From an optimization exercise on the open Yosys and OpenROAD flow, aimed at small area, a short achievable clock period and few clock cycles; shortcuts taken in it are not production practice. At most, simulation tests tie the RTL to the original design; equivalence was not proved. Only the layout flow was run in run 3; the RTL was not checked for function there. Power figures rest on the tool's default switching activity, not on a simulated workload.

`design/flow/run.sh`:
```
#!/bin/bash
# synth_recipe.tcl (not shown) runs the flow's synth.tcl, then flattens the netlist and writes it again
# the make line also repeats each setting of config.mk as NAME=value (left out here)
make -C /OpenROAD-flow-scripts/flow DESIGN_CONFIG=/design/flow/config.mk WORK_HOME=/design/flow/orfs CLKGATE_MAP_FILE= SYNTH_SCRIPT=/design/flow/synth_recipe.tcl finish
```
`design/flow/config.mk`:
```
export PLATFORM = sky130hd
export DESIGN_NAME = projectCPU2022
export DESIGN_NICKNAME = projectCPU2022
export VERILOG_FILES = /design/flow/design.v
export SDC_FILE = /design/flow/constraint.sdc
export NUM_CORES = 4
export LEC_CHECK = 0
export ABC_AREA = 1
export CAP_MARGIN = 20
export CORE_MARGIN = 2
export CORE_UTILIZATION = 40
export SETUP_SLACK_MARGIN = 2.5
export SLEW_MARGIN = 20
```
`design/flow/constraint.sdc`:
```
create_clock -name core_clock -period 5.0 [get_ports {clk}]
set_input_delay 1.0000 -clock core_clock [delete_from_list [all_inputs] [get_ports {clk}]]
set_output_delay 1.0000 -clock core_clock [all_outputs]
set_load 0.01 [all_outputs]
```
`design/flow/design.v`:
```
module projectCPU2022(
  clk,
  rst,
  wrEn,
  data_fromRAM,
  addr_toRAM,
  data_toRAM,
  PC,
  W
);
input clk, rst;
input wire [15:0] data_fromRAM;
output reg [15:0] data_toRAM;
output reg wrEn;
output reg [12:0] addr_toRAM;
output reg [12:0] PC;
output reg [15:0] W;
localparam [2:0] S_FET = 3'd0,   
                 S_DEC = 3'd1,   
                 S_PTR = 3'd2,   
                 S_IND = 3'd3,   
                 S_EXE = 3'd4,   
                 S_WR  = 3'd5;   
reg [2:0]  state;
reg [2:0]  opcode;
reg [15:0] M;         
reg [15:0] Px;        
reg        exe;       
reg        sub;       
wire [15:0] D     = data_fromRAM;
wire [12:0] PCinc = PC + 13'd1;
wire        opd0  = (D[12:0] == 13'd0);
wire        isADD = (opcode == 3'd0);
wire        isCMP = (opcode == 3'd4);
wire        isNOR = (opcode == 3'd1);
wire        isSRL = (opcode == 3'd2);
wire        isRRL = (opcode == 3'd3);
wire        isLD  = (opcode == 3'd6);
wire [15:0] p = Px;
wire [15:0] g = W & M;
reg  [15:0] G, P;
integer j, s;
always @* begin
  G = g; P = p;
  G[0] = g[0] | (p[0] & sub);
  for (s = 1; s < 16; s = s * 2)
    for (j = 0; j < 16; j = j + 1)
      if (j & s) begin
        G[j] = G[j] | (P[j] & G[(j & ~(s - 1)) - 1]);
        P[j] = P[j] & P[(j & ~(s - 1)) - 1];
      end
end
wire [15:0] sum = p ^ {G[14:0], sub};
wire        lt  = ~G[15];        
wire        eq  = &p;            
wire        left  = |M[15:4];
wire [3:0]  k     = M[3:0];
wire        fill  = isRRL;
reg  [15:0] Wrev, frev;
integer q;
always @* for (q = 0; q < 16; q = q + 1) Wrev[q] = W[15 - q];
wire [15:0] x0 = left ? Wrev : W;
wire [15:0] x1 = k[0] ? {x0[0]   & fill,       x0[15:1]} : x0;
wire [15:0] x2 = k[1] ? {x1[1:0] & {2{fill}},  x1[15:2]} : x1;
wire [15:0] x3 = k[2] ? {x2[3:0] & {4{fill}},  x2[15:4]} : x2;
wire [15:0] x4 = k[3] ? {x3[7:0] & {8{fill}},  x3[15:8]} : x3;
always @* for (q = 0; q < 16; q = q + 1) frev[q] = x4[15 - q];
wire [15:0] shres = left ? frev : x4;
wire        isSH  = isSRL | isRRL;
wire [15:0] cmpres = {{15{lt}}, ~eq};
wire [15:0] alu = ({16{isADD}} & sum) | ({16{isCMP}} & cmpres) | ({16{isNOR}} & ~(W | M)) |
                  ({16{isSH}} & shres) | ({16{isLD}} & M);
always @* begin
  case (state)
    S_DEC, S_IND: addr_toRAM = D[12:0];
    S_EXE, S_FET: addr_toRAM = PC;
    S_PTR:        addr_toRAM = 13'd4;
    S_WR:         addr_toRAM = M[12:0];
    default:      addr_toRAM = PC;
  endcase
  wrEn       = (state == S_WR);
  data_toRAM = W;
end
wire        cmpx  = (state == S_EXE) && (opcode == 3'd4);
always @(posedge clk) begin
  M   <= D ^ {16{cmpx}};
  Px  <= D ^ {16{cmpx}} ^ W;
  sub <= cmpx;
end
always @(posedge clk) begin
  if (rst) begin
    state <= S_FET;
    PC    <= 13'd0;
    W     <= 16'd0;
    exe   <= 1'b0;
  end else begin
    exe <= 1'b0;
    if (exe)
      W <= alu;
    case (state)
      S_FET: state <= S_DEC;
      S_DEC: begin
        opcode <= D[15:13];
        if (D[15:13] != 3'd7)
          PC <= PCinc;
        if (opd0)
          state <= S_PTR;
        else if (D[15:13] == 3'd7)
          state <= S_WR;
        else
          state <= S_EXE;
      end
      S_PTR: state <= S_IND;
      S_IND: state <= (opcode == 3'd7) ? S_WR : S_EXE;
      S_EXE: begin
        exe <= (opcode != 3'd5);
        if (opcode == 3'd5 && D == 16'd0) begin
          PC    <= W[12:0];
          state <= S_FET;
        end else begin
          state <= S_DEC;
        end
      end
      S_WR: begin
        PC    <= PCinc;
        state <= S_FET;
      end
      default: state <= S_FET;
    endcase
  end
end
endmodule
```
==> flow_summary.toml, run 1 <==
[logic_synthesis]
async_flop_share_pct = 0
syn_avg_cell_area_um2 = 6.42
yosysTopAreaCellShare_pct = 24.4
ys_types = 47
synth_edf_count = 3
ys_seq_area_share_pct = 26.1
synthTopCellsByCount = "nand3_1, nand2_1, inv_1"
ys_seq_elements = 69
post-synth-top-count-cell = "nand3_1"
synth_cells = 843
synth_area_mm2 = 0.00541
synth_ff_type = "dfxtp_1"
synth_warnings = 1
synth_top_area_cell = "dfxtp_1"
syn-num-nets = 867
yosys-top-cells-area = "dfxtp_1, nand3_1, nand2_1"

[finish]
n_fill_cell = 1354
synthToLayoutAreaGrowth_pct = 27.7
finalNetCount = 936
antenna_cells = 0
drive_gt1_share_pct = 18.8
final_util_pct = 52.2

[flow_run]
max-cap-violations = 0

[floorplan]
ios = 77
core_mm2 = 0.0132
die_y_um = 120
dieArea_mm2 = 0.0145
start_util_pct = 40.9
row_count = 42
die_x_um = 120

[sta]
finalSetupTns_ps = 0
timing.final.max_slew_violations = 0
hold_viol = 0
skew_ps = 5.10
setup_ws_ps = 2300
fin_crit_ps = 2700
max_freq_mhz = 371
worstMarginPinSlew_ps = 921
final.period_utilization_pct = 53.9
rsz0062_at_grt = "true"
finalSetupViolations = 0
relSlewSlack_pct = 38.5

[cts]
clk_pin_slew_ps = 60
tritoncts = "built"
cts_root_buffer = "clkbuf_16"
clockBufferDepth = 2
insertion_delay_ps = 340
cts_max_level = 3
cts_made_buffers = 9
clkSinkCount = 69

[global_routing]
overflow = 0
grt_usage_pct = 28.3
grt_pass1_wl_mm = 31.9
antenna_found_initial = 0
grt_pass1_vias = 5935
grt_max_degree = 38

[status]
status = "complete, no violations"

[placed_design]
place.gp.congestion = 0.937
dp_slack_ps = 1370
port-buffer-count = 76
hpwl_mm = 14.5

[drt]
drc = 0
drt-pass1-iter-count = 5
vias_per_cell = 5.92
drtIter0Drc = 724
routed_wl_mm = 21.2
wire_per_inst_um = 19.4
detail-route-antenna-nets = 0
via_count = 6472

[hold_path]
hold_class = "flip-flop to flip-flop"

[critical_path]
crit_type = "flip-flop to output pin"
critPathLaunchType = "flip-flop"
crit_required_ps = 4000
arrival_ps = 1700
worst_setup_path_end_kind = "output pin"
critPathMaxFanout = 7

[power_and_ir_drop]
vdd_drop_max_v = 0.000131
total_power_uw = 1840
powerDensity_mw_per_mm2 = 266
p_leak_uw = 0.00299
==> path summary, 6_finish.rpt <==
kind	startpoint	endpoint	slack (ps)	depth (start not counted)
hold / removal	PC[1]$_SDFFE_PP0P_	PC[1]$_SDFFE_PP0P_	520	2
hold reg to reg	PC[1]$_SDFFE_PP0P_	PC[1]$_SDFFE_PP0P_	520	2
setup reg to reg	Px[0]$_DFF_P_	W[9]$_SDFFE_PP0P_	2580	15
setup / recovery	state[1]$_SDFF_PP0_	addr_toRAM[8]	2300	8
==> cells in the final DEF, fill, tap and decap left out, types with 6 or more instances in the layout <==
master and count:
dfxtp_1 46, nor3_1 21, nor2_1 46, a21oi_2 10, o21ai_0 39, nand2_1 143
nand3_1 213, dfxtp_2 15, buf_6 7, xor2_1 35, clkinvlp_4 6, buf_2 16
dlygate4sd2_1 6, buf_4 27, inv_1 64, nor2_4 7, clkbuf_16 9, a21oi_1 45
clkdlybuf4s50_1 49, nand2_2 8
==> worst max-delay path, cell delays in order, from the launching register on <==
cell and delay [ps]:
dfxtp_4 350, inv_2 60, nand2_2 50, nor2_2 90, buf_6 140, clkinvlp_4 190
buf_6 180, o221ai_2 130, buf_2 160
==> cell type report <==
| type | count | area [um2] | share of cell area [%] |
|---|---|---|---|
| multi-input combinational | 639 | 3590 | 52.0 |
| timing repair buffer | 111 | 992 | 14.4 |
| sequential | 69 | 1450 | 21.0 |
| clock buffer | 11 | 243 | 3.51 |
| clock inverter | 5 | 50.0 | 0.725 |
| inverter | 78 | 335 | 4.85 |
| tap | 176 | 220 | 3.19 |
| timing repair inverter | 4 | 26.3 | 0.380 |
==> metal layers <==
layer	vias to the layer above	routed length (um)	global-route usage, %
li1	3016	-	-
met1	3019	8560	37.1
met2	370	9820	44.9
met3	67	1840	4.86
met4	0	943	14.1
met5	-	0	0
==> logic make-up after synthesis <==
family	synth area share, %
simple gates	40.2
xor+xnor	5.67
buf+inv	12.5
flops	26.1
fa+ha+maj	1.39
compound gates	14.2
==> stage by stage <==
step	cell area, um2	cells	hold WS [ps]
after detailed placement	6020	1036	514
after floorplan	5410	843	498
after global placement	6020	1036	495
final	6910	1093	515
after CTS	6590	1077	524
after global routing	6910	1093	539
==> power by group <==
part	switching, uW	leakage, uW	total [uW]	internal (uW)
Clock	238	0.000149	634	396
Sequential	80.3	0.000583	682	602
Combinational	305	0.00226	523	218
==> sequential cells by signal, summed over array words and instances, names as in the netlist <==
| register | flops |
|---|---|
| opcode | 3 |
| sub | 1 |
| M | 16 |
| state | 3 |
| Px | 16 |
| exe | 1 |
| PC | 13 |
| W | 16 |
==> what timing repair did <==
item / 4_1_cts / 5_1_grt
setup buffers: 21 / 13
cloned: 4 / 3
gates resized for setup: 147 / 47
setup endpoints to repair: 66 / 42
pin swaps: 10 / 12
hold buffers: 0 / 0
Testbench counts, summed over its fixed seeds: cycles 57,384.
==> run 2: changes to the inputs <==
--- a/design/flow/config.mk
+++ b/design/flow/config.mk
@@ -11,3 +11,3 @@
 export CORE_UTILIZATION = 40
-export SETUP_SLACK_MARGIN = 2.5
+export SETUP_SLACK_MARGIN = 2.4
 export SLEW_MARGIN = 20
==> flow_summary.toml, run 2 <==
[sta]
finalSetupViolations = 0
max_freq_mhz = 371
skew_ps = 4.78
finalSetupTns_ps = 0
relSlewSlack_pct = 41.8
rsz0062_at_grt = "true"
final.period_utilization_pct = 53.9
hold_viol = 0
worstMarginPinSlew_ps = 872
whs_ps = 520
fin_crit_ps = 2700
timing.final.max_slew_violations = 0

[drt]
drc = 0
drtIter0Drc = 808
detail-route-antenna-nets = 0
via_count = 6428
routed_wl_mm = 20.5
wire_per_inst_um = 18.9
drt-pass1-iter-count = 6
vias_per_cell = 5.92

[logic_synthesis]
async_flop_share_pct = 0
ys_seq_area_share_pct = 26.1
post-synth-top-count-cell = "nand3_1"
ys_seq_elements = 69
syn-num-nets = 867
synth_edf_count = 3
yosysTopAreaCellShare_pct = 24.4
synth_top_area_cell = "dfxtp_1"
syn_avg_cell_area_um2 = 6.42
ys_types = 47
synth_ff_type = "dfxtp_1"
yosys-top-cells-area = "dfxtp_1, nand3_1, nand2_1"
synth_warnings = 1
synth_cells = 843
synthTopCellsByCount = "nand3_1, nand2_1, inv_1"
synth_area_mm2 = 0.00541

[floorplan]
dieArea_mm2 = 0.0145
core_mm2 = 0.0132
start_util_pct = 40.9
die_x_um = 120
ios = 77
die_y_um = 120
row_count = 42

[finish]
synthToLayoutAreaGrowth_pct = 23.4
final_cells = 1085
final_common_cell = "nand3_1"
top_regs = "M (16), Px (16), W (16)"
antenna_cells = 0
final_cell_mix = "nand3_1, nand2_1, inv_1"
finalNetCount = 928
drive_gt1_share_pct = 16.0

[hold_path]
hold_class = "flip-flop to flip-flop"
hold-path-cell-count = 2

[cts]
cts_root_buffer = "clkbuf_16"
clk_pin_slew_ps = 60
tritoncts = "built"
clkSinkCount = 69
clockBufferDepth = 2
insertion_delay_ps = 340
cts_made_buffers = 9
cts_max_level = 3
cts_hold_buf = 0

[placed_design]
dpl.cell_count = 1036
place.gp.congestion = 0.937
hpwl_mm = 14.5
port-buffer-count = 76

[flow_run]
max-cap-violations = 0

[critical_path]
crit_required_ps = 4000
rr_worst_depth = 15
arrival_ps = 1700
worst_setup_path_end_kind = "output pin"
critPathLaunchType = "flip-flop"
critPathMaxFanout = 7
crit_type = "flip-flop to output pin"

[global_routing]
grt_pass1_wl_mm = 31.8
grt_max_degree = 38
overflow = 0
grt_usage_pct = 28.2
antenna_found_initial = 0
grt_pass1_vias = 5933

[power_and_ir_drop]
powerDensity_mw_per_mm2 = 272
p_leak_uw = 0.00290
vdd_drop_max_v = 0.000135

[status]
status = "complete, no violations"
## run 2: cell counts after synthesis
No cell type changed its count.
## run 2: critical path: stages, from the launching register on
cell and delay (ps):
dfxtp_4 350, inv_2 60, nand2_2 50, nor2_2 90, buf_6 140, clkinvlp_4 190, buf_6 180, o221ai_2 130
buf_2 160
## run 2: layer usage
| metal | share of wire, % | global-route usage (%) | wire length, um | vias to the layer above |
|---|---|---|---|---|
| met5 | 0 | 0 | 0 | - |
| li1 | - | - | - | 2999 |
| met1 | 41 | 37.2 | 8470 | 3009 |
| met3 | 8.2 | 4.76 | 1680 | 57 |
| met2 | 46 | 44.4 | 9440 | 363 |
| met4 | 4.3 | 14.5 | 876 | 0 |
## run 2: kinds of logic after synthesis
| family | count (synthesis) | synth area share (%) |
|---|---|---|
| and+or+nand+nor | 465 | 40.2 |
| buffers and inverters | 138 | 12.5 |
| AOI/OAI and AO/OA | 130 | 14.2 |
| DFF | 69 | 26.1 |
| xor gates and xnor gates | 35 | 5.67 |
| adders and majority gates | 6 | 1.39 |
## run 2: repair_timing
| action | in CTS | in global routing |
|---|---|---|
| setup buffers | 17 | 11 |
| setup endpoints to repair | 51 | 50 |
| gates resized for setup | 132 | 29 |
| cloned | 4 | 1 |
| pin swaps | 9 | 5 |
| endpoints found under the hold margin | 0 | 0 |
## run 2: final cells by class
cell class / instances / area [um2]
fill: 1390 / 6570
multi-input combinational: 638 / 3470
sequential: 69 / 1450
timing repair buffer: 105 / 900
inverter: 78 / 330
clock buffer: 11 / 243
tap: 176 / 220
clock inverter: 5 / 50.0
timing repair inverter: 3 / 16.3
## run 2: final timing paths
check | start | end | slack [ps]
worst max-delay path | state[1]$_SDFF_PP0_ | addr_toRAM[8] | 2300
worst min-delay path | PC[1]$_SDFFE_PP0P_ | PC[1]$_SDFFE_PP0P_ | 520
worst max register to register | Px[0]$_DFF_P_ | W[9]$_SDFFE_PP0P_ | 2560
worst min register to register | PC[1]$_SDFFE_PP0P_ | PC[1]$_SDFFE_PP0P_ | 520
## run 2: per-stage QoR
step	cell area [um2]	power, uW	setup slack, ps	util (%)
final	6680	1810	2300	50.4
after global routing	6680	1900	2230	50.4
after CTS	6530	1780	2280	49.3
after detailed placement	6020	1130	1370	45.5
after global placement	6020	1120	1480	45.5
after floorplan	5410	945	2640	-
## run 2: where the power goes
group | internal (uW) | switching, uW | leakage (uW)
clock | 396 | 242 | 0.000149
sequential | 601 | 78.3 | 0.000583
combinational | 202 | 294 | 0.00217
total | 1200 | 614 | 0.00290
==> run 3: changes to the inputs <==
--- a/design/flow/design.v
+++ b/design/flow/design.v
@@ -17,9 +17,3 @@
 output reg [15:0] W;
-localparam [2:0] S_FET = 3'd0,   
-                 S_DEC = 3'd1,   
-                 S_PTR = 3'd2,   
-                 S_IND = 3'd3,   
-                 S_EXE = 3'd4,   
-                 S_WR  = 3'd5;   
-reg [2:0]  state;
+reg        stPC, stBus, stPtr, stWr, st2;
 reg [2:0]  opcode;
@@ -72,14 +66,13 @@
                   ({16{isSH}} & shres) | ({16{isLD}} & M);
+wire sFET = stPC & ~st2;
+wire sDEC = stBus & ~st2;
+wire sIND = stBus & st2;
+wire sEXE = stPC & st2;
 always @* begin
-  case (state)
-    S_DEC, S_IND: addr_toRAM = D[12:0];
-    S_EXE, S_FET: addr_toRAM = PC;
-    S_PTR:        addr_toRAM = 13'd4;
-    S_WR:         addr_toRAM = M[12:0];
-    default:      addr_toRAM = PC;
-  endcase
-  wrEn       = (state == S_WR);
+  addr_toRAM = ({13{stBus}} & D[12:0]) | ({13{stPC}} & PC) | ({13{stWr}} & M[12:0]) |
+               {10'd0, stPtr, 2'd0};
+  wrEn       = stWr;
   data_toRAM = W;
 end
-wire        cmpx  = (state == S_EXE) && (opcode == 3'd4);
+wire        cmpx  = sEXE && (opcode == 3'd4);
 always @(posedge clk) begin
@@ -91,3 +84,7 @@
   if (rst) begin
-    state <= S_FET;
+    stPC  <= 1'b1;
+    stBus <= 1'b0;
+    stPtr <= 1'b0;
+    stWr  <= 1'b0;
+    st2   <= 1'b0;
     PC    <= 13'd0;
@@ -99,32 +96,46 @@
       W <= alu;
-    case (state)
-      S_FET: state <= S_DEC;
-      S_DEC: begin
-        opcode <= D[15:13];
-        if (D[15:13] != 3'd7)
-          PC <= PCinc;
-        if (opd0)
-          state <= S_PTR;
-        else if (D[15:13] == 3'd7)
-          state <= S_WR;
-        else
-          state <= S_EXE;
+    stPC  <= 1'b0;
+    stBus <= 1'b0;
+    stPtr <= 1'b0;
+    stWr  <= 1'b0;
+    st2   <= 1'b0;
+    if (sFET)
+      stBus <= 1'b1;                     
+    if (sDEC) begin
+      opcode <= D[15:13];
+      if (D[15:13] != 3'd7)
+        PC <= PCinc;
+      if (opd0)
+        stPtr <= 1'b1;                   
+      else if (D[15:13] == 3'd7)
+        stWr <= 1'b1;                    
+      else begin
+        stPC <= 1'b1;                    
+        st2  <= 1'b1;
       end
-      S_PTR: state <= S_IND;
-      S_IND: state <= (opcode == 3'd7) ? S_WR : S_EXE;
-      S_EXE: begin
-        exe <= (opcode != 3'd5);
-        if (opcode == 3'd5 && D == 16'd0) begin
-          PC    <= W[12:0];
-          state <= S_FET;
-        end else begin
-          state <= S_DEC;
-        end
+    end
+    if (stPtr) begin
+      stBus <= 1'b1;                     
+      st2   <= 1'b1;
+    end
+    if (sIND) begin
+      if (opcode == 3'd7)
+        stWr <= 1'b1;                    
+      else begin
+        stPC <= 1'b1;                    
+        st2  <= 1'b1;
       end
-      S_WR: begin
-        PC    <= PCinc;
-        state <= S_FET;
-      end
-      default: state <= S_FET;
-    endcase
+    end
+    if (sEXE) begin
+      exe <= (opcode != 3'd5);
+      if (opcode == 3'd5 && D == 16'd0) begin
+        PC   <= W[12:0];
+        stPC <= 1'b1;                    
+      end else
+        stBus <= 1'b1;                   
+    end
+    if (stWr) begin
+      PC   <= PCinc;
+      stPC <= 1'b1;                      
+    end
   end
--- a/design/flow/config.mk
+++ b/design/flow/config.mk
@@ -11,3 +11,3 @@
 export CORE_UTILIZATION = 40
-export SETUP_SLACK_MARGIN = 2.4
+export SETUP_SLACK_MARGIN = 2.5
 export SLEW_MARGIN = 20
==> flow_summary.toml, run 3 <==
[floorplan]
row_count = 42
dieArea_mm2 = 0.0147
ios = 77
start_util_pct = 41.2
die_y_um = 121
die_x_um = 121
core_mm2 = 0.0133

[critical_path]
crit_required_ps = 4000
critPathMaxFanout = 3
arrival_ps = 1490
crit_type = "primary input to output pin"
critPathLaunchType = "primary input"
worst_setup_path_end_kind = "output pin"

[drt]
drt-pass1-iter-count = 5
routed_wl_mm = 21.1
via_count = 6445
wire_per_inst_um = 19.4
drc = 0
vias_per_cell = 5.93
detail-route-antenna-nets = 0
drtIter0Drc = 649

[finish]
finalNetCount = 931
drive_gt1_share_pct = 15.6
final_cell_mix = "nand3_1, nand2_1, inv_1"
synthToLayoutAreaGrowth_pct = 22.5
seqCellArea_mm2 = 0.00149
final_util_pct = 50.5
top_regs = "M (16), Px (16), W (16)"
n_fill_cell = 1391
final_common_cell = "nand3_1"
multi_input_area_mm2 = 0.00361
antenna_cells = 0

[placed_design]
port-buffer-count = 76
dp_slack_ps = 1490
hpwl_mm = 15.1
place.gp.congestion = 0.971

[sta]
relSlewSlack_pct = 27.4
finalSetupTns_ps = 0
final.period_utilization_pct = 49.9
finalSetupViolations = 0
skew_ps = 7.02
rsz0062_at_grt = "true"
fin_crit_ps = 2490
worstMarginPinSlew_ps = 1090
setup_ws_ps = 2510
max_freq_mhz = 401
timing.final.max_slew_violations = 0
hold_viol = 0

[cts]
cts_max_level = 3
cts_root_buffer = "clkbuf_16"
cts_made_buffers = 9
clk_pin_slew_ps = 50
clockBufferDepth = 2
insertion_delay_ps = 340
tritoncts = "built"
clkSinkCount = 71

[power_and_ir_drop]
p_leak_uw = 0.00291
vdd_drop_max_v = 0.000166
powerDensity_mw_per_mm2 = 237

[global_routing]
antenna_found_initial = 0
grt_pass1_vias = 5928
overflow = 0
grt_usage_pct = 28.4
grt_max_degree = 39
grt_pass1_wl_mm = 32.2

[logic_synthesis]
yosys-top-cells-area = "dfxtp_1, nand3_1, nand2_1"
yosysTopAreaCellShare_pct = 24.8
synth_warnings = 1
post-synth-top-count-cell = "nand3_1"
synth_ff_type = "dfxtp_1"
syn-num-nets = 885
synth_edf_count = 3
ys_seq_elements = 71
synth_area_mm2 = 0.00550
syn_avg_cell_area_um2 = 6.38
synthTopCellsByCount = "nand3_1, nand2_1, inv_1"
synth_cells = 861
async_flop_share_pct = 0
synth_top_area_cell = "dfxtp_1"
ys_seq_area_share_pct = 26.4
ys_types = 41

[hold_path]
hold_class = "flip-flop to flip-flop"

[flow_run]
max-cap-violations = 0

[status]
status = "complete, no violations"
## run 3: changes by cell type after synthesis, moves of 7 or more
cell,before,now
a21oi_1,50,35
nand2_1,151,164
nor2_1,51,43
nand3_1,216,223
o211ai_1,1,8
o221ai_1,9,16
## run 3: worst max-delay path, cell delays in order
cell and delay, ps:
buf_2 130, nand2_1 70, o211ai_1 120, buf_2 170
## run 3: cells by family (layout without fill, tap and decap cells)
| logic type | after synthesis | in the layout | share of synthesized area, % |
|---|---|---|---|
| adders and majority gates | 6 | 6 | 1.37 |
| buffers and inverters | 147 | 193 | 12.2 |
| and+or+nand+nor | 484 | 487 | 40.9 |
| DFF | 71 | 71 | 26.4 |
| xor gates and xnor gates | 40 | 40 | 6.37 |
| AOI/OAI and AO/OA | 113 | 113 | 12.7 |
## run 3: what timing repair did
item                                    CTS  global route
cloned                                    4             1
endpoints found under the setup margin   70            37
gates resized for setup                 164            30
setup buffers                             9             7
pin swaps                                 9             6
hold buffers                              0             0
## run 3: area by class of cell
cell class	instances	area share, %
flip-flops and latches	71	22.2
well taps	176	3.27
clock buffers	13	3.86
clock inverters	1	0.0743
inverters	84	5.03
repair buffers	93	11.8
repair inverters	2	0.149
multi-input cells	646	53.7
## run 3: final timing paths
check        slack [ps]  cells past startpoint              start                 to
max reg2reg        2640                     15      Px[0]$_DFF_P_  W[9]$_SDFFE_PP0P_
max                2510                      4   data_fromRAM[10]     addr_toRAM[10]
min                 520                      1  W[0]$_SDFFE_PP0P_      Px[0]$_DFF_P_
min reg2reg         520                      1  W[0]$_SDFFE_PP0P_      Px[0]$_DFF_P_
## run 3: power by group
| part | internal [uW] | switching [uW] |
|---|---|---|
| Sequential | 604 | 56.9 |
| Clock | 357 | 241 |
| Combinational | 125 | 212 |
## run 3: per-layer routing
metal / part of all wire (%) / global-route usage, %
met1: 42 / 37.1
met2: 46 / 45.8
met3: 7.5 / 4.70
met4: 3.9 / 13.1
met5: 0 / 0
## run 3: per-stage QoR
step,total power (uW),instances,hold WS (ps),cell area [um2]
after floorplan,857,861,451,5500
after global placement,976,1051,492,6130
final,1600,1086,524,6740
after CTS,1580,1078,500,6550
after detailed placement,978,1051,491,6130
after global routing,1660,1086,532,6740
==> run 4: changes to the inputs <==
--- a/design/flow/design.v
+++ b/design/flow/design.v
@@ -19,4 +19,3 @@
 reg [2:0]  opcode;
-reg [15:0] M;         
-reg [15:0] Px;        
+reg [15:0] M;
 reg        exe;       
@@ -32,4 +31,4 @@
 wire        isLD  = (opcode == 3'd6);
-wire [15:0] p = Px;
-wire [15:0] g = W & M;
+wire [15:0] p = M;
+wire [15:0] g = W & ~M;
 reg  [15:0] G, P;
@@ -77,5 +76,5 @@
 wire        cmpx  = sEXE && (opcode == 3'd4);
+wire        addx  = sEXE && ((opcode == 3'd0) || (opcode == 3'd4));
 always @(posedge clk) begin
-  M   <= D ^ {16{cmpx}};
-  Px  <= D ^ {16{cmpx}} ^ W;
+  M   <= D ^ ({16{addx}} & W) ^ {16{cmpx}};
   sub <= cmpx;
==> flow_summary.toml, run 4 <==
[global_routing]
grt_pass1_wl_mm = 31.5
grt_usage_pct = 30.1
grt_pass1_vias = 5739
antenna_found_initial = 0
grt_max_degree = 34
overflow = 0

[sta]
timing.final.max_slew_violations = 0
final.period_utilization_pct = 49.5
rsz0062_at_grt = "true"
hold_viol = 0
relSlewSlack_pct = 39.7
worstMarginPinSlew_ps = 904
max_freq_mhz = 404
finalSetupViolations = 0
fin_crit_ps = 2480
finalSetupTns_ps = 0
skew_ps = 11.4

[drt]
drt-pass1-iter-count = 5
wire_per_inst_um = 19.4
drtIter0Drc = 616
via_count = 6437
routed_wl_mm = 20.8
drc = 0
vias_per_cell = 5.99
detail-route-antenna-nets = 0

[critical_path]
critical_path.reg2reg.startpoint = "M[5]$_DFF_P_"
cpMostUsedCell = "buf_2"
critPathLaunchType = "primary input"
slowest_delay_ps = 160
r2r_slack_ps = 2670
worst_setup_path_end_kind = "output pin"
r2r_end = "W[14]$_SDFFE_PP0P_"
rr_worst_depth = 17
critPathMaxFanout = 3
crit_required_ps = 4000
path_cells = "buf_2 -> nand2_1 -> o211ai_1 -> buf_2"
arrival_ps = 1480
cp_slowest_cell = "buf_2"
worstSetupStartpoint = "data_fromRAM[11]"
crit_type = "primary input to output pin"

[logic_synthesis]
syn-num-nets = 866
synth_area_mm2 = 0.00511
synth_ff_type = "dfxtp_1"
yosys-top-cells-area = "nand3_1, dfxtp_1, nand2_1"
yosysTopAreaCellShare_pct = 21.1
synth_top_area_cell = "nand3_1"
synthTopCellsByCount = "nand3_1, nand2_1, inv_1"
post-synth-top-count-cell = "nand3_1"
synth_warnings = 1
syn_avg_cell_area_um2 = 6.04
ys_types = 42
ys_seq_area_share_pct = 22.1
async_flop_share_pct = 0
synth_cells = 847
synth_edf_count = 3
ys_seq_elements = 55

[hold_path]
worstHoldEndpoint = "stBus$_SDFF_PP0_"
hold-path-cell-count = 2
min-delay-start = "stPtr$_SDFF_PN0_"
hold_class = "flip-flop to flip-flop"

[floorplan]
die_y_um = 117
dieArea_mm2 = 0.0137
row_count = 41
ios = 77
core_mm2 = 0.0126
start_util_pct = 40.7
die_x_um = 117

[finish]
final_design_area_no_fill_mm2 = 0.00622
finalNetCount = 921
final_util_pct = 49.5
final_common_cell = "nand3_1"
synthToLayoutAreaGrowth_pct = 21.6
antenna_cells = 0
n_fill_cell = 1306
final_cell_mix = "nand3_1, nand2_1, inv_1"
drive_gt1_share_pct = 17.7
top_regs = "M (16), W (16), PC (13)"

[cts]
insertion_delay_ps = 310
cts_root_buffer = "clkbuf_16"
clkSinkCount = 55
cts_made_buffers = 5
cts_max_level = 2
clockBufferDepth = 2
tritoncts = "built"
cts_hold_buf = 0
clk_pin_slew_ps = 80

[flow_run]
max-cap-violations = 0

[placed_design]
port-buffer-count = 76
place.gp.congestion = 0.957
placed_area_mm2 = 0.00576
hpwl_mm = 14.8

[power_and_ir_drop]
p_leak_uw = 0.00255
vdd_drop_max_v = 0.000136
powerDensity_mw_per_mm2 = 203

[status]
status = "complete, no violations"
## run 4: area by class of cell
type	count	area, um2	share of cell area, %
Timing Repair inverter	6	32.5	0.523
Multi-Input combinational cell	648	3460	55.7
Sequential cell	55	1170	18.7
Inverter	87	357	5.73
Clock buffer	5	125	2.01
Timing Repair Buffer	99	828	13.3
Clock inverter	3	33.8	0.543
Tap cell	172	215	3.46
## run 4: how the worst max path moves through the flow
| stage | end | slack [ps] |
|---|---|---|
| after floorplan | PC[11]$_SDFF_PP0_ | 2630 |
| after global placement | PC[12]$_SDFF_PP0_ | 1340 |
| after detailed placement | PC[8]$_SDFF_PP0_ | 1300 |
| after CTS | addr_toRAM[2] | 2380 |
| after global routing | PC[7]$_SDFF_PP0_ | 2380 |
| final | addr_toRAM[11] | 2520 |
## run 4: cell families after synthesis
kind of cell    after synthesis  synth area share, %
xor+xnor                     20                 3.42
buf+inv                     144                 12.9
compound gates              128                 15.1
flops                        55                 22.1
simple gates                499                 46.2
fa+ha+maj                     1                0.245
## run 4: what timing repair did
| item | in CTS | in global routing |
|---|---|---|
| gates cloned | 6 | 0 |
| setup endpoints to repair | 56 | 49 |
| setup buffers | 16 | 7 |
| pin swaps | 6 | 7 |
| resized for setup | 145 | 32 |
## run 4: metal layers
| metal | part of all wire (%) | vias up | GRT usage (%) |
|---|---|---|---|
| met5 | 0 | - | 0 |
| met4 | 4.2 | 0 | 13.4 |
| met3 | 8.9 | 65 | 4.58 |
| met2 | 45 | 422 | 47.6 |
| met1 | 42 | 2963 | 40.8 |
| li1 | - | 2987 | - |
## run 4: report_power, final
group	total, uW	internal [uW]	switching, uW	leakage [uW]
Sequential	522	465	57.4	0.000463
Combinational	360	134	226	0.00201
Clock	383	194	190	0.0000772
Total	1270	793	473	0.00255
## run 4: critical path: cells and delay by family
family | cells | cell delay (ps)
buffers and inverters | 2 | 320
AOI/OAI and AO/OA | 1 | 90
and+or+nand+nor | 1 | 70
## run 4: through the flow
step	cells	total power [uW]	worst slack (ps)	hold WS [ps]
global placement	1038	861	1340	515
finish	1075	1270	2520	515
CTS	1068	1250	2380	516
global route	1075	1330	2380	543
floorplan	847	736	2630	451
detailed placement	1038	864	1300	513
Testbench counts of run 4, summed over its fixed seeds: cycles 57,384.
==> run 5: changes to the inputs <==
==> design/flow/flow/run.sh (new file) <==
#!/bin/bash
# The standard layout, with every port buffered by buf_4 rather than the flow's default
# buffer choice (a delay cell). The ORFS logs stay under orfs/logs; make's output goes to
# standard.log.
set -euo pipefail
export BUFFER_PORTS_ARGS="-buffer_cell sky130_fd_sc_hd__buf_4"
bash standard.sh > standard.log 2>&1
==> design/flow/standard.sh (new file) <==
#!/bin/bash
# synth_recipe.tcl (not shown) runs the flow's synth.tcl, then flattens the netlist and writes it again
# the make line also repeats each setting of config.mk as NAME=value (left out here)
make -C /OpenROAD-flow-scripts/flow DESIGN_CONFIG=/design/flow/config.mk WORK_HOME=/design/flow/orfs CLKGATE_MAP_FILE= SYNTH_SCRIPT=/design/flow/synth_recipe.tcl "${@:-finish}"
removed: design/flow/run.sh
==> flow_summary.toml, run 5 <==
[power_and_ir_drop]
p_leak_uw = 0.00261
vdd_drop_max_v = 0.000143
powerDensity_mw_per_mm2 = 207

[finish]
n_fill_cell = 1376
final_util_pct = 48.3
drive_gt1_share_pct = 20.9
multi_input_area_mm2 = 0.00343
finalNetCount = 914
final_common_cell = "nand3_1"
top_regs = "M (16), W (16), PC (13)"
final_cells = 1069
final_design_area_no_fill_mm2 = 0.00607
seqCellArea_mm2 = 0.00116
final_cell_mix = "nand3_1, nand2_1, buf_4"
synthToLayoutAreaGrowth_pct = 18.7

[logic_synthesis]
synth_top_area_cell = "nand3_1"
ys_seq_area_share_pct = 22.1
syn_avg_cell_area_um2 = 6.04
synth_ff_type = "dfxtp_1"
synth_warnings = 1
synth_edf_count = 3
post-synth-top-count-cell = "nand3_1"
yosysTopAreaCellShare_pct = 21.1
yosys-top-cells-area = "nand3_1, dfxtp_1, nand2_1"
syn-num-nets = 866
synth_cells = 847
synth_area_mm2 = 0.00511
synthTopCellsByCount = "nand3_1, nand2_1, inv_1"
async_flop_share_pct = 0
ys_types = 42
ys_seq_elements = 55

[sta]
skew_ps = 8.30
max_freq_mhz = 401
final.period_utilization_pct = 49.8
whs_ps = 522
relSlewSlack_pct = 41.8
rsz0062_at_grt = "true"
worstMarginPinSlew_ps = 872
finalSetupViolations = 0
hold_viol = 0
finalSetupTns_ps = 0
fin_crit_ps = 2490
timing.final.max_slew_violations = 0

[cts]
cts_max_level = 2
tritoncts = "built"
cts_made_buffers = 5
clkSinkCount = 55
clk_pin_slew_ps = 80
clockBufferDepth = 2
insertion_delay_ps = 310
cts_root_buffer = "clkbuf_16"

[critical_path]
path_cells = "buf_6 -> a21oi_2 -> o221ai_1 -> buf_4"
r2r_end = "W[15]$_SDFFE_PP0P_"
r2r_slack_ps = 2670
critPathMaxFanout = 3
worst_setup_path_end_kind = "output pin"
critPathLaunchType = "primary input"
critical_path.reg2reg.startpoint = "W[8]$_SDFFE_PP0P_"
cp_slowest_cell = "buf_4"
crit_type = "primary input to output pin"
crit_required_ps = 4000
slowest_delay_ps = 160
arrival_ps = 1490
rr_worst_depth = 11

[hold_path]
hold_class = "flip-flop to flip-flop"
hold-path-cell-count = 2
min-delay-start = "stPtr$_SDFF_PN0_"
worstHoldEndpoint = "stBus$_SDFF_PP0_"

[floorplan]
row_count = 41
core_mm2 = 0.0126
die_y_um = 117
die_x_um = 117
dieArea_mm2 = 0.0137
start_util_pct = 40.7
ios = 77

[drt]
drc = 0
detail-route-antenna-nets = 0
drt-pass1-iter-count = 5
routed_wl_mm = 19.3
wire_per_inst_um = 18.1
via_count = 6155
drtIter0Drc = 618
vias_per_cell = 5.76

[status]
status = "complete, no violations"

[placed_design]
placed_area_mm2 = 0.00557
place.gp.congestion = 0.905
hpwl_mm = 14.1
port-buffer-count = 76
dpl.cell_count = 1038

[global_routing]
grt_max_degree = 34
use_met2_pct = 44.5
grt_usage_pct = 28.6
grt_pass1_vias = 5479
antenna_found_initial = 1
gr-usage-met3_pct = 4.58
grt.met1_usage_pct = 39.9
overflow = 0
grt_busiest_layer = "met2"
grt_pass1_wl_mm = 30.0

[flow_run]
max-cap-violations = 0
[run 5: cell types whose count changed in the layout (fill, tap and decap cells not counted), sizes merged]
cell and delta:
clkdlybuf4s50 -46, buf +45, dlymetal6s2s -3, clkinvlp -2, inv +2, clkbuf -1
clkinv -1, diode +1, dlygate4sd2 -1
[run 5: final cells by class]
class                           instances  area share, %
Multi-Input combinational cell        648           56.4
Sequential cell                        55           19.1
Timing Repair Buffer                   93           12.0
Inverter                               87           5.81
Tap cell                              172           3.54
Clock buffer                            5           2.06
Clock inverter                          3          0.556
Timing Repair inverter                  5          0.453
Antenna cell                            1         0.0412
[run 5: critical path: cells and delay by family]
kind,cells,cell delay [ps]
compound gates,2,230
buf+inv,2,260
[run 5: cell families (layout without fill, tap and decap cells)]
| family | count (synthesis) | count (layout) | share of synthesized area [%] |
|---|---|---|---|
| compound gates | 128 | 128 | 15.1 |
| xor+xnor | 20 | 20 | 3.42 |
| fa+ha+maj | 1 | 1 | 0.245 |
| buf+inv | 144 | 193 | 12.9 |
| flops | 55 | 55 | 22.1 |
| other cells | 0 | 1 | 0 |
| simple gates | 499 | 499 | 46.2 |
[run 5: timing repair]
| action | CTS | global route |
|---|---|---|
| hold buffers | 0 | 0 |
| setup endpoints to repair | 42 | 39 |
| pin swaps | 3 | 3 |
| gates resized for setup | 21 | 27 |
| gates cloned | 4 | 1 |
| buffers inserted | 9 | 7 |
[run 5: per-layer routing]
layer | share of wire [%] | vias up
met1 | 44 | 2796
met5 | 0 | -
met4 | 4.1 | 0
met3 | 8.9 | 49
li1 | - | 2978
met2 | 43 | 332
[run 5: worst max path at each step]
stage | start | slack [ps] | end
after floorplan | data_fromRAM[8] | 2630 | PC[11]$_SDFF_PP0_
final | data_fromRAM[2] | 2510 | addr_toRAM[2]
after global routing | data_fromRAM[9] | 2490 | addr_toRAM[9]
after CTS | data_fromRAM[10] | 2490 | addr_toRAM[10]
after global placement | data_fromRAM[5] | 1810 | PC[8]$_SDFF_PP0_
after detailed placement | data_fromRAM[8] | 1700 | PC[8]$_SDFF_PP0_
[run 5: power breakdown]
part	internal, uW	switching, uW	leakage, uW
Clock	195	194	0.0000776
Sequential	464	58.8	0.000459
Combinational	131	216	0.00207
Total	790	469	0.00261
[run 5: stage by stage]
stage               total power (uW)  setup slack (ps)
global placement                 850              1810
detailed placement               848              1700
floorplan                        736              2630
finish                          1260              2510
global route                    1320              2490
CTS                             1250              2490
==> run 6: changes to the inputs <==
--- a/design/flow/config.mk
+++ b/design/flow/config.mk
@@ -11,3 +11,3 @@
 export CORE_UTILIZATION = 40
-export SETUP_SLACK_MARGIN = 2.5
+export SETUP_SLACK_MARGIN = 2.7
 export SLEW_MARGIN = 20
==> flow_summary.toml, run 6 <==
[critical_path]
worst_setup_path_end_kind = "output pin"
arrival_ps = 1470
crit_type = "primary input to output pin"
crit_required_ps = 4000
critPathMaxFanout = 3
critPathLaunchType = "primary input"

[finish]
final_cells = 1094
finalNetCount = 940
antenna_cells = 0
seqCellArea_mm2 = 0.00117
final_common_cell = "nand3_1"
drive_gt1_share_pct = 27.7
n_fill_cell = 1316
synthToLayoutAreaGrowth_pct = 28.3
top_regs = "M (16), W (16), PC (13)"
final_cell_mix = "nand3_1, nand2_1, buf_4"
multi_input_area_mm2 = 0.00365

[global_routing]
use_met2_pct = 45.2
grt_usage_pct = 29.0
grt_pass1_wl_mm = 30.4
gr-usage-met3_pct = 3.71
grt.met1_usage_pct = 40.5
grt_max_degree = 34
grt_busiest_layer = "met2"
antenna_found_initial = 1
overflow = 0
grt_pass1_vias = 5477

[logic_synthesis]
synth_cells = 847
syn-num-nets = 866
ys_types = 42
async_flop_share_pct = 0
synth_top_area_cell = "nand3_1"
ys_seq_elements = 55
yosys-top-cells-area = "nand3_1, dfxtp_1, nand2_1"
synth_warnings = 1
yosysTopAreaCellShare_pct = 21.1
synth_edf_count = 3
syn_avg_cell_area_um2 = 6.04
synth_area_mm2 = 0.00511
synthTopCellsByCount = "nand3_1, nand2_1, inv_1"
synth_ff_type = "dfxtp_1"
ys_seq_area_share_pct = 22.1
post-synth-top-count-cell = "nand3_1"

[floorplan]
dieArea_mm2 = 0.0137
row_count = 41
die_y_um = 117
core_mm2 = 0.0126
start_util_pct = 40.7
die_x_um = 117
ios = 77

[sta]
finalSetupTns_ps = 0
skew_ps = 7.20
whs_ps = 540
final.period_utilization_pct = 49.5
worstMarginPinSlew_ps = 914
rsz0062_at_grt = "true"
hold_viol = 0
finalSetupViolations = 0
timing.final.max_slew_violations = 0
relSlewSlack_pct = 39.0
fin_crit_ps = 2470
max_freq_mhz = 404

[cts]
clk_pin_slew_ps = 80
cts_root_buffer = "clkbuf_16"
cts_max_level = 2
insertion_delay_ps = 310
cts_made_buffers = 5
tritoncts = "built"
clockBufferDepth = 2
clkSinkCount = 55

[power_and_ir_drop]
total_power_uw = 1290
vdd_drop_max_v = 0.000134
powerDensity_mw_per_mm2 = 196
p_leak_uw = 0.00281

[drt]
detail-route-antenna-nets = 0
wire_per_inst_um = 18.3
via_count = 6260
routed_wl_mm = 20.0
vias_per_cell = 5.72
drtIter0Drc = 622
drt-pass1-iter-count = 5
drc = 0

[placed_design]
place.gp.congestion = 0.893
port-buffer-count = 76
dpl.cell_count = 1038
hpwl_mm = 14.1

[flow_run]
max-cap-violations = 0

[status]
status = "complete, no violations"

[hold_path]
hold_class = "flip-flop to flip-flop"
==> run 6: final cells by class <==
cell class / count / area share (%)
Clock buffer: 5 / 1.91
Clock inverter: 3 / 0.419
Inverter: 87 / 5.55
Multi-Input combinational cell: 650 / 55.6
Sequential cell: 55 / 17.9
Tap cell: 172 / 3.28
Timing Repair Buffer: 116 / 14.9
Timing Repair inverter: 6 / 0.496
==> run 6: kinds of logic after synthesis <==
group,count (synthesis),share of synthesized area (%)
AO/OA/AOI/OAI,128,15.1
XOR/XNOR,20,3.42
buffers and inverters,144,12.9
adder cells (fa/ha/maj),1,0.245
AND/OR/NAND/NOR,499,46.2
flip-flops,55,22.1
==> run 6: path summary, 6_finish.rpt <==
kind | cells past startpoint | from | end | slack [ps]
setup / recovery | 4 | data_fromRAM[10] | addr_toRAM[10] | 2530
hold / removal | 2 | stPtr$_SDFF_PN0_ | stBus$_SDFF_PP0_ | 540
setup reg to reg | 13 | PC[1]$_SDFF_PP0_ | PC[12]$_SDFF_PP0_ | 2770
hold reg to reg | 2 | stPtr$_SDFF_PN0_ | stBus$_SDFF_PP0_ | 540
==> run 6: critical path: stages <==
cell and delay [ps]:
buf_4 140, nand2_1 80, o221ai_2 100, buf_4 160
==> run 6: power breakdown <==
| part | internal (uW) | total, uW | switching, uW |
|---|---|---|---|
| sequential | 465 | 525 | 60.7 |
| combinational | 151 | 381 | 230 |
| clock | 192 | 382 | 190 |
| total | 808 | 1290 | 481 |
==> run 6: stage by stage <==
step / setup WS [ps] / area, um2 / utilization, %
3_3_place_gp: 1840 / 5570 / 44.3
3_5_place_dp: 1840 / 5570 / 44.3
5_1_grt: 2480 / 6560 / 52.2
6_report: 2530 / 6560 / 52.2
4_1_cts: 2530 / 6150 / 48.9
2_1_floorplan: 2690 / 5120 / -
==> run 6: timing repair <==
action	4_1_cts	5_1_grt
setup buffers	23	16
resized for setup	63	65
cloned	6	2
hold buffers	0	0
pin swaps	10	15
hold endpoints to repair	0	0
endpoints found under the setup margin	42	50
==> run 6: per-layer routing <==
metal | up-vias | share of wire [%]
met5 | - | 0
met4 | 0 | 4.5
met3 | 52 | 7.7
met2 | 296 | 45
met1 | 2888 | 43
li1 | 3024 | -
==> run 7: changes to the inputs <==
==> design/flow/flow/run.sh (replaced) <==
#!/bin/bash
# The standard layout, with every port buffered by buf_2 rather than the flow's default
# buffer choice (a delay cell). The ORFS logs stay under orfs/logs; make's output goes to
# standard.log.
set -euo pipefail
export BUFFER_PORTS_ARGS="-buffer_cell sky130_fd_sc_hd__buf_2"
bash standard.sh > standard.log 2>&1
--- a/design/flow/config.mk
+++ b/design/flow/config.mk
@@ -11,3 +11,3 @@
 export CORE_UTILIZATION = 40
-export SETUP_SLACK_MARGIN = 2.7
+export SETUP_SLACK_MARGIN = 2.5
 export SLEW_MARGIN = 20
==> flow_summary.toml, run 7 <==
[status]
status = "complete, no violations"

[flow_run]
max-cap-violations = 0

[floorplan]
start_util_pct = 40.7
ios = 77
dieArea_mm2 = 0.0137
die_x_um = 117
core_mm2 = 0.0126
row_count = 41
die_y_um = 117

[power_and_ir_drop]
switching_power_uw = 469
p_sw_share_pct = 37.8
p_leak_uw = 0.00264
p_seq_share_pct = 42.1
p_int_uw = 772
clock_power_share_pct = 31.7
vdd_drop_max_v = 0.000131
comb_power_share_pct = 26.2
powerDensity_mw_per_mm2 = 210

[drt]
drtIter0Drc = 661
via_count = 6123
drc = 0
routed_wl_mm = 19.4
detail-route-antenna-nets = 0
drt-pass1-iter-count = 7
wire_per_inst_um = 18.0
vias_per_cell = 5.68

[logic_synthesis]
post-synth-top-count-cell = "nand3_1"
synth_edf_count = 3
synth_top_area_cell = "nand3_1"
synth_ff_type = "dfxtp_1"
syn-num-nets = 866
synth_warnings = 1
synthTopCellsByCount = "nand3_1, nand2_1, inv_1"
syn_avg_cell_area_um2 = 6.04
ys_seq_area_share_pct = 22.1
synth_area_mm2 = 0.00511
synth_cells = 847
yosys-top-cells-area = "nand3_1, dfxtp_1, nand2_1"
async_flop_share_pct = 0
ys_seq_elements = 55
yosysTopAreaCellShare_pct = 21.1
ys_types = 42

[sta]
fin_crit_ps = 2520
worstMarginPinSlew_ps = 1080
relSlewSlack_pct = 27.8
finalSetupViolations = 0
rsz0062_at_grt = "true"
finalSetupTns_ps = 0
timing.final.max_slew_violations = 0
max_freq_mhz = 396
final.period_utilization_pct = 50.5
hold_viol = 0
whs_ps = 534
skew_ps = 14.7

[cts]
cts_max_level = 2
cts_root_buffer = "clkbuf_16"
cts_hold_buf = 0
insertion_delay_ps = 320
clockBufferDepth = 2
clk_pin_slew_ps = 80
clkSinkCount = 55
tritoncts = "built"
cts_made_buffers = 5

[global_routing]
grt.met1_usage_pct = 40.1
grt_usage_pct = 28.7
gr-usage-met3_pct = 3.04
grt_busiest_layer = "met2"
use_met2_pct = 44.2
antenna_found_initial = 0
overflow = 0
grt_pass1_wl_mm = 30.2
grt_pass1_vias = 5574
grt_max_degree = 34

[finish]
final_cells = 1078
synthToLayoutAreaGrowth_pct = 15.6
multi_input_area_mm2 = 0.00340
top_regs = "M (16), W (16), PC (13)"
finalNetCount = 924
seqCellArea_mm2 = 0.00115
final_cell_mix = "nand3_1, nand2_1, inv_1, buf_2, nor2_1"
final_common_cell = "nand3_1"
n_fill_cell = 1338
antenna_cells = 0
drive_gt1_share_pct = 20.5

[critical_path]
crit_type = "flip-flop to output pin"
critPathMaxFanout = 7
cp_slowest_cell = "dfxtp_2"
crit_required_ps = 4000
path_cells = "clkinvlp_2 -> o221ai_1 -> buf_2"
cp_top_family = "buffers and inverters"
critPathLaunchType = "flip-flop"
slowest_delay_ps = 450
arrival_ps = 1520
worst_setup_path_end_kind = "output pin"
crit_buf_inv = 2

[placed_design]
dpl.cell_count = 1038
hpwl_mm = 14.0
place.gp.congestion = 0.931
port-buffer-count = 76

[hold_path]
hold_class = "flip-flop to flip-flop"
==> run 7: cell types whose count changed in the layout (fill, tap and decap cells not counted), moves of 9 or more <==
cell and delta:
o221ai_1 +11, o221ai_2 -11, buf_2 +75, dfxtp_1 +9, buf_4 -79
==> run 7: worst paths after layout <==
check                          from                  to  slack [ps]  cells after the start
setup / recovery    stPC$_SDFF_PP1_       addr_toRAM[3]        2480                      3
hold / removal     stPtr$_SDFF_PN0_    stBus$_SDFF_PP0_         530                      2
setup reg to reg  W[0]$_SDFFE_PP0P_  W[15]$_SDFFE_PP0P_        2700                     15
hold reg to reg    stPtr$_SDFF_PN0_    stBus$_SDFF_PP0_         530                      2
==> run 7: metal layers <==
layer | up-vias | wire (um)
met1 | 2752 | 8590
met5 | - | 0
li1 | 2994 | -
met2 | 319 | 8390
met4 | 0 | 932
met3 | 58 | 1450
==> run 7: tightest hold or removal path: stages (launching register included) <==
cell	delay [ps]
dfxtp_1	360
inv_1	80
a21oi_1	60
==> run 7: power groups by stage <==
| stage | clock network (uW) | logic (uW) | registers (uW) |
|---|---|---|---|
| floorplan | 0 | 232 | 504 |
| global placement | 0 | 299 | 530 |
| detailed placement | 0 | 299 | 529 |
| CTS | 398 | 313 | 521 |
| global route | 414 | 363 | 526 |
| finish | 393 | 326 | 522 |
==> run 7: what timing repair did <==
action	in CTS	in global routing
buffers inserted	12	12
endpoints found under the setup margin	42	39
pin swaps	3	3
gates resized for setup	22	14
gates cloned	5	2
==> run 7: cells by family after synthesis <==
kind of cell | share of synthesized area (%)
flops | 22.1
buf+inv | 12.9
xor+xnor | 3.42
simple gates | 46.2
compound gates | 15.1
fa+ha+maj | 0.245
==> run 7: cell type report <==
type	instances	area share, %
Sequential cell	55	19.5
Tap cell	172	3.64
Timing Repair Buffer	101	10.2
Multi-Input combinational cell	649	57.4
Inverter	87	5.97
Timing Repair inverter	6	0.508
Clock inverter	3	0.571
Clock buffer	5	2.12
==> run 7: per-stage QoR <==
| stage | area (um2) | util (%) | total power, uW | worst slack, ps |
|---|---|---|---|---|
| finish | 5910 | 47.0 | 1240 | 2480 |
| floorplan | 5110 | - | 736 | 2630 |
| global route | 5910 | 47.0 | 1300 | 2450 |
| global placement | 5380 | 42.8 | 830 | 1760 |
| detailed placement | 5380 | 42.8 | 828 | 1720 |
| CTS | 5740 | 45.7 | 1230 | 2500 |
==> run 8: changes to the inputs <==
--- a/design/flow/design.v
+++ b/design/flow/design.v
@@ -39,7 +39,11 @@
   for (s = 1; s < 16; s = s * 2)
-    for (j = 0; j < 16; j = j + 1)
-      if (j & s) begin
-        G[j] = G[j] | (P[j] & G[(j & ~(s - 1)) - 1]);
-        P[j] = P[j] & P[(j & ~(s - 1)) - 1];
-      end
+    for (j = 2 * s - 1; j < 16; j = j + 2 * s) begin
+      G[j] = G[j] | (P[j] & G[j - s]);
+      P[j] = P[j] & P[j - s];
+    end
+  for (s = 4; s >= 1; s = s / 2)
+    for (j = 3 * s - 1; j < 16; j = j + 2 * s) begin
+      G[j] = G[j] | (P[j] & G[j - s]);
+      P[j] = P[j] & P[j - s];
+    end
 end
--- a/design/flow/config.mk
+++ b/design/flow/config.mk
@@ -11,3 +11,3 @@
 export CORE_UTILIZATION = 40
-export SETUP_SLACK_MARGIN = 2.5
+export SETUP_SLACK_MARGIN = 2.4
 export SLEW_MARGIN = 20
==> flow_summary.toml, run 8 <==
[floorplan]
dieArea_mm2 = 0.0136
ios = 77
core_mm2 = 0.0125
row_count = 41
die_x_um = 117
die_y_um = 117
start_util_pct = 40.6

[placed_design]
place.gp.congestion = 0.906
hpwl_mm = 14.0
port-buffer-count = 76

[global_routing]
grt_usage_pct = 27.7
grt_max_degree = 34
antenna_found_initial = 0
overflow = 0
grt_pass1_vias = 5409
grt_pass1_wl_mm = 29.2

[critical_path]
slowest_delay_ps = 310
path_cells = "buf_4 -> clkinvlp_2 -> o221ai_1 -> buf_2"
arrival_ps = 1580
worst_setup_path_end_kind = "output pin"
cp_slowest_cell = "dfxtp_1"
crit_buf_inv = 3
critPathMaxFanout = 15
crit_required_ps = 4000
critPathLaunchType = "flip-flop"
crit_type = "flip-flop to output pin"
cp_top_family = "buffers and inverters"

[logic_synthesis]
syn_avg_cell_area_um2 = 5.98
synthTopCellsByCount = "nand3_1, nand2_1, inv_1"
synth_top_area_cell = "dfxtp_1"
synth_warnings = 1
yosysTopAreaCellShare_pct = 20.6
async_flop_share_pct = 0
ys_seq_elements = 55
synth_ff_type = "dfxtp_1"
ys_seq_area_share_pct = 22.3
ys_types = 41
synth_area_mm2 = 0.00506
yosys-top-cells-area = "dfxtp_1, nand3_1, nand2_1"
synth_edf_count = 3
syn-num-nets = 866
post-synth-top-count-cell = "nand3_1"
synth_cells = 847

[cts]
cts_hold_buf = 0
clkSinkCount = 55
cts_made_buffers = 5
cts_max_level = 2
cts_root_buffer = "clkbuf_16"
clk_pin_slew_ps = 80
tritoncts = "built"
clockBufferDepth = 2
insertion_delay_ps = 300

[finish]
n_fill_cell = 1358
final_util_pct = 46.7
finalNetCount = 920
antenna_cells = 0
drive_gt1_share_pct = 17.5
top_regs = "M (16), W (16), PC (13)"
final_cell_mix = "nand3_1, nand2_1, inv_1"
synthToLayoutAreaGrowth_pct = 15.0
final_common_cell = "nand3_1"

[drt]
vias_per_cell = 5.70
via_count = 6122
wire_per_inst_um = 17.6
drt-pass1-iter-count = 5
drtIter0Drc = 587
drc = 0
detail-route-antenna-nets = 0
routed_wl_mm = 18.9

[power_and_ir_drop]
powerDensity_mw_per_mm2 = 215
vdd_drop_max_v = 0.000126
p_leak_uw = 0.00256

[sta]
fin_crit_ps = 2580
relSlewSlack_pct = 26.7
hold_viol = 0
skew_ps = 5.98
worstMarginPinSlew_ps = 1090
max_freq_mhz = 387
timing.final.max_slew_violations = 0
rsz0062_at_grt = "true"
finalSetupViolations = 0
final.period_utilization_pct = 51.7
finalSetupTns_ps = 0

[flow_run]
max-cap-violations = 0

[status]
status = "complete, no violations"

[hold_path]
hold_class = "flip-flop to flip-flop"
==> run 8: worst paths after layout <==
| path | slack, ps | startpoint | to | cells past startpoint |
|---|---|---|---|---|
| max | 2420 | stWr$_SDFF_PP0_ | addr_toRAM[12] | 4 |
| min | 530 | stPtr$_SDFF_PN0_ | stBus$_SDFF_PP0_ | 2 |
| max reg2reg | 2530 | W[2]$_SDFFE_PP0P_ | W[6]$_SDFFE_PP0P_ | 11 |
| min reg2reg | 530 | stPtr$_SDFF_PN0_ | stBus$_SDFF_PP0_ | 2 |
==> run 8: area by class of cell <==
type                       instances  area [um2]  area share (%)
timing repair inverter             6        30.0           0.516
tap                              172         215            3.70
multi-input combinational        646        3340            57.4
sequential                        55        1140            19.7
clock buffer                       5         125            2.15
timing repair buffer              96         543            9.33
inverter                          91         375            6.45
clock inverter                     3        47.5           0.817
==> run 8: routing by layer <==
| metal | track usage [%] | vias up | share of wire (%) |
|---|---|---|---|
| li1 | - | 2994 | - |
| met1 | 38.7 | 2801 | 44 |
| met2 | 45.1 | 302 | 46 |
| met3 | 3.32 | 25 | 8.0 |
| met4 | 7.46 | 0 | 1.7 |
| met5 | 0 | - | 0 |
==> run 8: where the power goes <==
| part | switching (uW) | leakage, uW | internal (uW) | total [uW] |
|---|---|---|---|---|
| registers | 49.7 | 0.000457 | 464 | 513 |
| logic | 208 | 0.00202 | 109 | 317 |
| clock network | 183 | 0.0000844 | 240 | 423 |
| total | 440 | 0.00256 | 813 | 1250 |
==> run 8: timing repair <==
action | CTS | global route
setup buffers | 5 | 11
gates resized for setup | 14 | 19
cloned | 4 | 2
setup endpoints to repair | 37 | 32
pin swaps | 1 | 2
==> run 8: cell families after synthesis <==
group                    share of synthesized area [%]
AO/OA/AOI/OAI                                     16.5
XOR/XNOR                                          4.67
adder cells (fa/ha/maj)                          0.247
buffers and inverters                             13.1
flip-flops                                        22.3
AND/OR/NAND/NOR                                   43.2
==> run 8: worst reg2reg max path: stages (launching register included) <==
cell and delay (ps):
dfxtp_1 610, inv_1 160, o21ai_0 190, o21ai_0 140, o21ai_2 130, nand2_1 100
nand2_2 140, nand3_2 100, a21oi_4 300, inv_2 160, nor3_1 240, a21oi_1 100
==> run 8: per-stage QoR <==
| stage | instance area [um2] | worst slack (ps) | cells | power, uW | hold slack [ps] |
|---|---|---|---|---|---|
| after floorplan | 5060 | 2610 | 847 | 721 | 451 |
| after global placement | 5360 | 1610 | 1043 | 813 | 494 |
| after detailed placement | 5360 | 1620 | 1043 | 811 | 504 |
| after CTS | 5640 | 2400 | 1060 | 1240 | 522 |
| after global routing | 5820 | 2350 | 1074 | 1310 | 559 |
| final | 5820 | 2420 | 1074 | 1250 | 534 |
Testbench counts of run 8, summed over its fixed seeds: cycles 57,384.
==> run 9: changes to the inputs <==
--- a/design/flow/config.mk
+++ b/design/flow/config.mk
@@ -11,3 +11,4 @@
 export CORE_UTILIZATION = 40
-export SETUP_SLACK_MARGIN = 2.4
+export CTS_BUF_LIST = sky130_fd_sc_hd__clkbuf_8
+export SETUP_SLACK_MARGIN = 2.5
 export SLEW_MARGIN = 20
==> flow_summary.toml, run 9 <==
[drt]
drtIter0Drc = 632
via_count = 6272
detail-route-antenna-nets = 0
wire_per_inst_um = 17.8
vias_per_cell = 5.78
drt-pass1-iter-count = 6
drc = 0
routed_wl_mm = 19.3

[logic_synthesis]
synth_fa_ha_area_share_pct = 0.247
yosys-top-cells-area = "dfxtp_1, nand3_1, nand2_1"
yosysTopAreaCellShare_pct = 20.6
synth_area_mm2 = 0.00506
synth_edf_count = 3
ys_seq_area_share_pct = 22.3
synthSimpleGateAreaFrac_pct = 43.2
syn-num-nets = 866
ys_seq_elements = 55
synth_top_family_by_area = "simple AND/OR/NAND/NOR gates"
ys_types = 41
synth_ff_type = "dfxtp_1"
synth_warnings = 1
synth_cells = 847
async_flop_share_pct = 0
muxShareOfSynthArea_pct = 0
synth_top_area_cell = "dfxtp_1"
synth_compound_area_share_pct = 16.5
syn_avg_cell_area_um2 = 5.98
synth_xor_xnor_area_share_pct = 4.67
synthTopCellsByCount = "nand3_1, nand2_1, inv_1"
post-synth-top-count-cell = "nand3_1"

[floorplan]
dieArea_mm2 = 0.0136
ios = 77
start_util_pct = 40.6
die_x_um = 117
die_y_um = 117
row_count = 41
core_mm2 = 0.0125

[sta]
fin_crit_ps = 2530
final.period_utilization_pct = 50.5
finalSetupTns_ps = 0
rsz0062_at_grt = "true"
worstMarginPinSlew_ps = 1070
timing.final.max_slew_violations = 0
setup_ws_ps = 2470
skew_ps = 11.3
max_freq_mhz = 396
finalSetupViolations = 0
hold_viol = 0
relSlewSlack_pct = 28.4

[finish]
antenna_cells = 0
final_cell_mix = "nand3_1, nand2_1, inv_1"
synthToLayoutAreaGrowth_pct = 17.7
drive_gt1_share_pct = 20.2
finalNetCount = 932
final_util_pct = 47.8
top_regs = "M (16), W (16), PC (13)"
final_common_cell = "nand3_1"
final_cells = 1086

[cts]
cts_hold_buf = 0
clkSinkCount = 55
cts_made_buffers = 5
clk_pin_slew_ps = 120
cts_root_buffer = "clkbuf_8"
cts_max_level = 2
tritoncts = "built"
insertion_delay_ps = 330
clockBufferDepth = 2

[critical_path]
r2r_slack_ps = 2670
r2r_end = "W[6]$_SDFFE_PP0P_"
path_cells = "buf_2 -> inv_1 -> nand2_1 -> nor4_2 -> nand3_2 -> nor3_4 -> nand2_4 -> inv_4 -> nand2_2 -> o21ai_1 -> a21oi_1 -> or2_1 -> inv_1"
worst_setup_path_end_kind = "flip-flop"
rr_worst_depth = 9
critPathMaxFanout = 10
crit_required_ps = 5290
cp_top_family = "simple AND/OR/NAND/NOR gates"
crit_buf_inv = 4
critical_path.reg2reg.startpoint = "W[12]$_SDFFE_PP0P_"
worstSetupStartpoint = "data_fromRAM[8]"
crit_type = "primary input to flip-flop"
slowest_delay_ps = 280
cpMostUsedCell = "inv_1"
arrival_ps = 2810
critPathLaunchType = "primary input"
cp_slowest_cell = "nor3_4"

[global_routing]
antenna_found_initial = 0
overflow = 0
grt_pass1_wl_mm = 29.6
grt_pass1_vias = 5434
grt_max_degree = 34
grt_usage_pct = 28.1

[placed_design]
place.gp.congestion = 0.906
port-buffer-count = 76
dpl.cell_count = 1043
hpwl_mm = 14.0
dp_slack_ps = 1620

[power_and_ir_drop]
powerDensity_mw_per_mm2 = 197
total_power_uw = 1180
vdd_drop_max_v = 0.000120
p_leak_uw = 0.00260

[hold_path]
hold_class = "flip-flop to flip-flop"
worstHoldEndpoint = "exe$_SDFF_PP0_"
hold-path-cell-count = 2
min-delay-start = "stPC$_SDFF_PP1_"

[status]
status = "complete, no violations"

[flow_run]
max-cap-violations = 0
==> run 9: cell counts after synthesis <==
Identical to the previous run, type by type.
==> run 9: cells by family (layout without fill, tap and decap cells) <==
group	after synthesis	in the layout
adders and majority gates	1	1
and+or+nand+nor	477	477
buffers and inverters	146	213
xor gates and xnor gates	27	27
AOI/OAI and AO/OA	141	141
DFF	55	55
==> run 9: how the worst max path moves through the flow <==
stage                       endpoint  cells after the start
finish              PC[9]$_SDFF_PP0_                     13
CTS                    addr_toRAM[6]                      4
global route        PC[9]$_SDFF_PP0_                     13
global placement    PC[9]$_SDFF_PP0_                     11
floorplan           PC[9]$_SDFF_PP0_                     12
detailed placement  PC[9]$_SDFF_PP0_                     11
==> run 9: layout make-up <==
cell class / count / area (um2)
Clock inverter: 3 / 47.5
Sequential cell: 55 / 1150
Tap cell: 172 / 215
Multi-Input combinational cell: 646 / 3410
Timing Repair Buffer: 108 / 654
Clock buffer: 5 / 68.8
Fill cell: 1339 / 6510
Inverter: 91 / 384
Timing Repair inverter: 6 / 32.5
==> run 9: metal layers <==
layer / up-vias / wire [um] / track usage (%)
li1: 3018 / - / -
met1: 2894 / 8240 / 38.9
met2: 329 / 9020 / 46.4
met3: 31 / 1660 / 3.37
met4: 0 / 378 / 7.54
met5: - / 0 / 0
==> run 9: worst register-to-register path, cell delays in order, from the launching register on <==
cell and delay, ps:
dfxtp_1 680, inv_1 140, o21ai_0 170, nand2_1 120, o31ai_1 210, a211oi_1 100
a21oi_4 310, inv_2 160, nor3_1 270, a21oi_2 80
==> run 9: stage by stage <==
step | hold slack, ps | instance area (um2)
floorplan | 451 | 5060
global placement | 494 | 5360
detailed placement | 504 | 5360
CTS | 540 | 5730
global route | 571 | 5960
finish | 557 | 5960
==> run 9: power breakdown <==
| part | total [uW] | switching (uW) | internal (uW) |
|---|---|---|---|
| sequential | 514 | 49.7 | 464 |
| clock | 328 | 176 | 152 |
| combinational | 333 | 216 | 117 |
| total | 1180 | 441 | 734 |
==> run 9: repair_timing <==
action / CTS / global route
endpoints found under the setup margin: 38 / 35
pin swaps: 7 / 10
gates cloned: 5 / 1
buffers inserted: 14 / 14
gates resized for setup: 34 / 29

==> afterwards: timing with drivers on the ports <==
The results above use ideal ports. As a check the final layouts listed here were re-extracted and re-timed, cells and wires unchanged.
Step 1 sets driving cells, clkbuf_16 on the clock port and buf_2 on the other inputs (assumed; they add their load-dependent delay and slew).
Step 2 times the ports against the registers' clock, not the clock port: input delays grow and output delays shrink by t, the midpoint of the rising clock arrivals with the driver on.
a / b / c = ideal / step 1 / step 2; a / b = the first two.
run | t (ns) | slack for setup (ns) | hold slack, ns | clock arrival spread, ns
run 1 | 0.381 | 2.304 / 2.262 / 2.214 | 0.515 / 0.515 / 0.515 | 0.006 / 0.005
run 2 | 0.382 | 2.304 / 2.263 / 2.119 | 0.520 / 0.520 / 0.520 | 0.005 / 0.004
run 3 | 0.384 | 2.506 / 2.459 / 2.225 | 0.524 / 0.524 / 0.524 | 0.007 / 0.007
run 4 | 0.340 | 2.523 / 2.492 / 2.229 | 0.515 / 0.515 / 0.515 | 0.012 / 0.012
run 5 | 0.342 | 2.509 / 2.478 / 2.270 | 0.522 / 0.522 / 0.522 | 0.009 / 0.009
run 6 | 0.346 | 2.525 / 2.500 / 2.337 | 0.540 / 0.540 / 0.540 | 0.007 / 0.007
run 7 | 0.346 | 2.475 / 2.438 / 2.316 | 0.534 / 0.534 / 0.534 | 0.015 / 0.015
run 8 | 0.338 | 2.416 / 2.377 / 2.217 | 0.534 / 0.534 / 0.534 | 0.006 / 0.006
run 9 | 0.362 | 2.474 / 2.481 / 2.128 | 0.557 / 0.557 / 0.557 | 0.011 / 0.011
After both steps setup and hold are still met in every run listed. For run 9, which loses most, drivers alone change the setup slack by +0.007 ns; drivers and shift together by -0.346 ns.
